Background: an optimization exercise with open tools, aiming at small area. Do not read the settings as production practice.
The RTL was checked by simulation tests, not by an equivalence proof against the original design.
Power and IR drop assume default switching activity.

$ cat run.sh
#!/bin/bash
# synth_recipe.tcl (not shown) runs the flow's synth.tcl, then flattens the netlist and writes it again
# the make line also repeats each setting of config.mk as NAME=value (left out here)
make -C /OpenROAD-flow-scripts/flow DESIGN_CONFIG=/design/flow/config.mk WORK_HOME=/design/flow/orfs CLKGATE_MAP_FILE= SYNTH_SCRIPT=/design/flow/synth_recipe.tcl finish
$ cat config.mk
export PLATFORM = sky130hd
export DESIGN_NAME = reuleaux
export DESIGN_NICKNAME = reuleaux
export VERILOG_FILES = /design/flow/design.v
export SDC_FILE = /design/flow/constraint.sdc
export NUM_CORES = 4
export LEC_CHECK = 0
export CAP_MARGIN = 20
export CORE_MARGIN = 2
export CORE_UTILIZATION = 40
export SLEW_MARGIN = 20
$ cat constraint.sdc
create_clock -name core_clock -period 18.0 [get_ports {clk}]
set_input_delay 3.6000 -clock core_clock [delete_from_list [all_inputs] [get_ports {clk}]]
set_output_delay 3.6000 -clock core_clock [all_outputs]
set_load 0.01 [all_outputs]
$ cat design.v
module reuleaux(input logic clk, input logic rst_n, input logic [2:0] colour,
                input logic [7:0] centre_x, input logic [6:0] centre_y, input logic [7:0] diameter,
                input logic start, output logic done,
                output logic [7:0] vga_x, output logic [6:0] vga_y,
                output logic [2:0] vga_colour, output logic vga_plot);
     function automatic logic [8:0] add8(input logic [7:0] x, input logic [7:0] y, input logic ci);
          logic c;
          c = ci;
          for (int i = 0; i < 8; i++) begin
               add8[i] = x[i] ^ y[i] ^ c;
               c = (x[i] & y[i]) | (c & (x[i] ^ y[i]));
          end
          add8[8] = c;
     endfunction
     function automatic logic [9:0] add10(input logic [9:0] x, input logic [9:0] y);
          logic c;
          c = 1'b0;
          for (int i = 0; i < 10; i++) begin
               add10[i] = x[i] ^ y[i] ^ c;
               c = (x[i] & y[i]) | (c & (x[i] ^ y[i]));
          end
     endfunction
     function automatic logic ge8(input logic [7:0] x, input logic [7:0] y);
          logic c;
          c = 1'b1;
          for (int i = 0; i < 8; i++)
               c = (x[i] & ~y[i]) | (c & (x[i] | ~y[i]));
          ge8 = c;
     endfunction
     logic       busy;       
     logic       dflt;       
     logic [1:0] circ;       
     logic [2:0] oct;        
     logic [7:0] ox, oy;
     logic [9:0] k;          
     logic [7:0] d, cx;
     logic [6:0] cy;
     assign d  = dflt ? 8'd80 : diameter;
     assign cx = dflt ? 8'd80 : centre_x;
     assign cy = dflt ? 7'd60 : centre_y;
     logic [7:0] cx1, cx2;
     logic [6:0] cy1;
     assign cx1 = add8(cx, {1'b0, d[7:1]}, d[0]);
     assign cx2 = add8(cx, {1'b1, ~d[7:1]}, 1'b1);
     logic [8:0] cy_t, cy_u;    
     assign cy_t = add8({2'b0, cy[6:1]}, {2'b0, d[5:0]}, 1'b0);
     assign cy_u = add8({2'b0, cy_t[5:0]}, {2'b0, d[3] ^ d[0], d[2:0], 2'b0}, 1'b0);
     assign cy1  = {cy_u[5:0], cy[0]};
     logic clr;
     assign clr = (circ == 2'd3);
     logic [7:0] ccx;
     logic [6:0] ccy;
     always_comb begin
          case (circ)
               2'd0: begin ccx = cx1; ccy = cy1; end
               2'd1: begin ccx = cx2; ccy = cy1; end
               2'd2: begin ccx = cx;  ccy = 7'd23; end
               default: begin ccx = 8'd0; ccy = 7'd0; end
          endcase
     end
     logic [7:0] a, b, px, py;
     assign a  = oct[0] ? oy : ox;
     assign b  = oct[0] ? ox : oy;
     assign px = add8(ccx, a ^ {8{oct[1]}}, oct[1]);
     assign py = add8({1'b0, ccy}, b ^ {8{oct[2]}}, oct[2]);
     logic [7:0] lo, hi;
     assign lo = (circ == 2'd1) ? cx : cx2;
     assign hi = (circ == 2'd0) ? cx : cx1;
     logic inx, iny, onscr, loop_ok;
     assign inx   = ge8(px, lo) && ge8(hi, px);
     assign iny   = circ[1] ? ge8(py, {1'b0, cy1}) : (ge8({1'b0, cy1}, py) && (py >= 8'd23));
     assign onscr = (px < 8'd160) && (py < 8'd120);
     assign loop_ok = ge8(ox, oy);
     assign vga_x      = px;
     assign vga_y      = py[6:0];
     assign vga_colour = clr ? 3'b000 : colour;
     assign vga_plot   = busy && onscr && (clr || (inx && iny && loop_ok));
     assign done       = !busy;
     logic [7:0] oy_inc, ox_dec;
     assign oy_inc = add8(oy, 8'd0, 1'b1);
     assign ox_dec = add8(ox, 8'hff, 1'b0);
     logic [9:0] k_sum;
     assign k_sum = add10(k, (oct == 3'd0) ? {2'b11, ~oy, 1'b1} : {2'b00, ox_dec, 1'b0});
     always_ff @(posedge clk) begin
          if (!rst_n) begin
               busy <= 1'b1;
               dflt <= 1'b1;
               circ <= 2'd3;
               oct  <= 3'd0;
               ox[7] <= 1'b1;
               ox[5] <= 1'b1;
          end else if (!busy) begin
               if (start) begin
                    busy <= 1'b1;
                    circ <= 2'd0;
                    oct  <= 3'd0;
                    ox   <= d;
                    oy   <= 8'd0;
                    k    <= {2'b00, d};
               end
          end else if (clr) begin
               oy <= oy_inc;
               if (oy == 8'hff) begin
                    ox <= ox_dec;
                    if (ox == 8'd0) begin
                         circ <= 2'd0;
                         oct  <= 3'd0;
                         ox   <= d;
                         oy   <= 8'd0;
                         k    <= {2'b00, d};
                    end
               end
          end else if (!loop_ok) begin
               if (circ == 2'd2) begin
                    busy <= 1'b0;
                    dflt <= 1'b0;
               end
               circ <= circ + 2'd1;
               oct  <= 3'd0;
               ox   <= d;
               oy   <= 8'd0;
               k    <= {2'b00, d};
          end else begin
               oct <= oct + 3'd1;
               if (oct == 3'd0) k <= k_sum;
               if (oct == 3'd7) begin
                    oy <= oy_inc;
                    if (k[9]) begin
                         ox <= ox_dec;
                         k  <= k_sum;
                    end
               end
          end
     end
endmodule
==> reports/metrics.yaml <==
critical_path:
  slowest_delay_ns: 0.58
  crit_arrival_ns: 10.41
  crit_top_cell: "sky130_fd_sc_hd__fa_1"
  worst-endpoint-required_ns: 14.40
  worstRegToRegCells: 15
  timing.setup.critical_path_class: "in -> out"
  critPathMaxFanout: 5
  critical-path-slowest-cell: "sky130_fd_sc_hd__clkdlybuf4s50_1"
  critical_path.endpoint_type: "output port"
  rr_startpoint: "oct[0]"
  critical-path-top-delay-family: "adder cells"
  worst-r2r-setup-slack_ns: 12.58
  path_buf_inv: 6
  start_kind: "input pin"
  timing.rr.end: "k[9]"
timing:
  grt_setup_unrepaired: "false"
  timing.final.setup_violations: 0
  timing.final.crit_period_ns: 14.01
  setup-tns-final_ns: 0
  finalMaxSlewViolations: 0
  finalClockSkew_ns: 0.00317
  finalCritPeriodShare_pct: 77.9
  maxClockFrequency_mhz: 71.4
  final_hold_viol_count: 0
  timing.slew.headroom_pct: 37.2
  max_slew.worst_pin.slew_ns: 0.941
cts:
  numCtsBuffers: 5
  clock_insertion_delay_worst_skew_ns: 0.28
  post_cts_resized: 0
  clockBufferDepth: 2
  number_of_clock_sinks: 33
  cts_root_buffer: "sky130_fd_sc_hd__clkbuf_16"
  worst_setup_hold_path_clk_slew_ns: 0.05
  post_cts_buffers: 0
  ctsHtreeMaxLevel: 2
  cts_hold_buffers: 0
  tritoncts: "done"
run:
  maxCapViolCount: 0
floorplan:
  pin_count: 49
  die_w_um: 111
  initial_utilization_pct: 40.6
  coreArea_mm2: 0.0113
  fp.dieH_um: 111
  fp-row-count: 39
  dieArea_mm2: 0.0124
power_and_ir_drop:
  total_leakage_power_nw: 2.21
  pwr-share-seq_pct: 16.3
  p_int_mw: 0.537
  irDropWorstVdd_mv: 0.135
  p_sw_share_pct: 47.5
  pwr-share-comb_pct: 75.3
  power.density_cell_area_mw_per_mm2: 190
  switching_power_mw: 0.485
  power.clock.fraction_pct: 8.4
global_route:
  number_of_antenna_violations_at_the_first_check_in_global_routing: 0
  grt_first_pass_wirelength_um: 19600
  vias_in_the_first_global_route: 3906
  gr-usage-all-layers_pct: 19.5
  gr-total-overflow: 0
  grt_max_degree: 25
synthesis:
  post_synth_arst_share_pct: 0
  netlist_area_mm2: 0.00460
  number_of_flops_mapped_to_enable_cells_by_yosys: 24
  synth-warning-count: 1
  synthesis.nets: 620
  post_synthesis_cells: 529
  postSynthRegisterBits: 33
  synth_top_flop_cell: "sky130_fd_sc_hd__edfxtp_1"
  post_synth_num_cell_types: 65
  avgSynthCellArea_um2: 8.70
  seq_area_frac_synth_pct: 19.6
placed_design:
  dpl.hpwl_um: 9510
  dpl_cell_area_mm2: 0.00522
  gpl.final_weighted_congestion: 0.875
  placement.io_buffers: 48
route:
  drt_pre_antenna_iters: 5
  wl_um: 12000
  remaining_drc_errors: 0
  vias: 3923
  detail-route-antenna-nets: 0
  avgRoutedWirePerCell_um: 16.9
  drt-initial-drc-count: 265
  avgViaCountPerCell: 5.49
cells_and_area:
  insertedDiodeCount: 0
  layout.nets: 661
  num-fill-cells: 1141
  ff_latch_area_um2: 901
  finish.instance_area_mm2: 0.00537
  layout-area-overhead-vs-synth_pct: 16.7
  layout-drive-gt1-share_pct: 6.83
  multi_input_area_mm2: 0.00335
run_status:
  status: "timing/DRC/antenna clean"
worst_hold_path:
  timing.hold.worst.class: "reg -> reg"
  holdPathEnd: "circ[1]"
  holdPathStages: 2
  min_from: "busy"
sequential cells by signal, summed over array words and instances (netlist names):
signal,count
busy,1
circ,2
dflt,1
k,10
oct,3
ox,8
oy,8
kinds of logic (layout without fill, tap and decap cells):
kind of cell / after synthesis / after routing / synth area share, %
compound gates: 122 / 122 / 18.3
xor+xnor: 32 / 32 / 6.42
fa+ha+maj: 68 / 68 / 24.4
buf+inv: 91 / 133 / 7.78
flops: 33 / 33 / 19.6
mux: 35 / 35 / 8.13
simple gates: 148 / 148 / 15.4
metal layers:
layer | share of wire, % | track usage [%]
met5 | 0 | 0
met3 | 3.9 | 2.13
met2 | 48 | 33.1
met1 | 46 | 26.5
met4 | 2.0 | 5.60
per-stage QoR:
stage	hold slack (ns)	power [mW]	utilization, %	setup slack (ns)	instances
6_report	0.604	1.02	47.4	3.99	714
5_1_grt	0.637	1.12	47.4	3.52	714
4_1_cts	0.601	1.02	47.4	3.99	714
3_5_place_dp	0.596	0.931	46.1	4.00	706
3_3_place_gp	0.576	0.919	46.1	4.12	706
2_1_floorplan	0.543	0.691	-	5.22	529
placed cells by master, fill, tap and decap left out, drive strengths merged, types with 3 or more instances in the layout:
cell type      Yosys  routed
or2                6       6
o221ai             5       5
o21ai             34      34
xor2               9       9
clkdlybuf4s50      0      48
a31oi              8       8
nor3               4       4
xnor2             23      23
o311ai             3       3
dfxtp              9       9
buf                6       7
inv               70      70
o21a               4       4
mux2               9       9
nand2b             7       7
nand2             51      51
nor2b             16      16
o211ai             9       9
nand3              7       7
ha                24      24
o22ai              5       5
mux2i             26      26
nor2              35      35
maj3               6       6
edfxtp            24      24
a22oi              4       4
fa                38      38
a21boi             3       3
and2               9       9
a211oi             3       3
clkbuf            15       8
a21oi             19      19
cell usage after synthesis (4+ instances only):
cell type                  instances  share of area, %
sky130_fd_sc_hd__a21oi_1          18               2.0
sky130_fd_sc_hd__a31oi_1           8               1.1
sky130_fd_sc_hd__and2_1            9               1.2
sky130_fd_sc_hd__clkbuf_1         15               1.2
sky130_fd_sc_hd__dfxtp_1           9               3.9
sky130_fd_sc_hd__edfxtp_1         24                16
sky130_fd_sc_hd__fa_1             38                17
sky130_fd_sc_hd__ha_1             24               6.5
sky130_fd_sc_hd__inv_1            70               5.7
sky130_fd_sc_hd__maj3_1            6               1.3
sky130_fd_sc_hd__mux2_2            9               2.2
sky130_fd_sc_hd__mux2i_1          25               5.4
sky130_fd_sc_hd__nand2_1          51               4.2
sky130_fd_sc_hd__nand2b_1          7              0.95
sky130_fd_sc_hd__nand3_1           7              0.76
sky130_fd_sc_hd__nor2_1           35               2.9
sky130_fd_sc_hd__nor2b_1          16               2.2
sky130_fd_sc_hd__nor3_1            4              0.44
sky130_fd_sc_hd__o211ai_1          9               1.5
sky130_fd_sc_hd__o21a_1            4              0.65
sky130_fd_sc_hd__o21ai_0          34               3.7
sky130_fd_sc_hd__o221ai_1          5              0.95
sky130_fd_sc_hd__o22ai_1           5              0.68
sky130_fd_sc_hd__or2_2             6              0.82
sky130_fd_sc_hd__xnor2_1          22               4.2
sky130_fd_sc_hd__xor2_1            8               1.5
worst max path at each step:
stage	from	to	slack, ns	cells after the start
after floorplan	diameter[1]	vga_plot	5.22	24
after global placement	diameter[1]	vga_plot	4.12	26
after detailed placement	diameter[1]	vga_plot	4.00	26
after CTS	diameter[1]	vga_plot	3.99	26
after global routing	diameter[1]	vga_plot	3.52	26
final	diameter[1]	vga_plot	3.99	26
layout make-up:
| class | count | area share (%) |
|---|---|---|
| Timing Repair Buffer | 55 | 9.93 |
| Inverter | 70 | 4.89 |
| Sequential cell | 33 | 16.8 |
| Clock buffer | 8 | 2.73 |
| Multi-Input combinational cell | 405 | 62.3 |
| Tap cell | 143 | 3.33 |
worst register-to-register path, cell delays in order (launching register included):
cell and delay, ns:
sky130_fd_sc_hd__dfxtp_1 0.94, sky130_fd_sc_hd__inv_1 0.11, sky130_fd_sc_hd__ha_1 0.23, sky130_fd_sc_hd__nor2b_1 0.12
sky130_fd_sc_hd__buf_4 0.21, sky130_fd_sc_hd__a21oi_1 0.23, sky130_fd_sc_hd__fa_1 0.20, sky130_fd_sc_hd__inv_1 0.05
sky130_fd_sc_hd__fa_1 0.37, sky130_fd_sc_hd__fa_1 0.39, sky130_fd_sc_hd__fa_1 0.40, sky130_fd_sc_hd__fa_1 0.39
sky130_fd_sc_hd__fa_1 0.40, sky130_fd_sc_hd__fa_1 0.39, sky130_fd_sc_hd__fa_1 0.40, sky130_fd_sc_hd__o311a_1 0.34
power groups by stage:
stage	sequential, mW	clock (mW)	combinational, mW
floorplan	0.142	0	0.548
global placement	0.166	0	0.754
detailed placement	0.167	0	0.764
CTS	0.165	0.0874	0.771
global route	0.170	0.0899	0.856
finish	0.166	0.0858	0.769

## re-timing with driven ports
No port has a modelled driver above. Below, the same layout with a new extraction and two added sets of constraints.
Step 1 (the two cells are an assumption about what drives the block):
set clk [get_ports {clk}]
set_driving_cell -lib_cell sky130_fd_sc_hd__clkbuf_16 $clk
set_driving_cell -lib_cell sky130_fd_sc_hd__buf_2 [delete_from_list [all_inputs] $clk]
Step 2 moves the port delays by t, midway between the first and last clock arrival at a register: inputs arrive t later, outputs are due t later. That takes back most of the time a late clock gives input paths.
Three values: ideal ports, drivers, drivers and shift; two values: the first two.
shift t [ns]: 0.308
slack for setup (ns): 3.985 / 3.963 / 3.963
latest minus earliest clock arrival (ns): 0.003 / 0.003
After both steps this run still meets setup and hold. For this run, drivers alone change the setup slack by -0.022 ns; drivers and shift together by -0.022 ns.
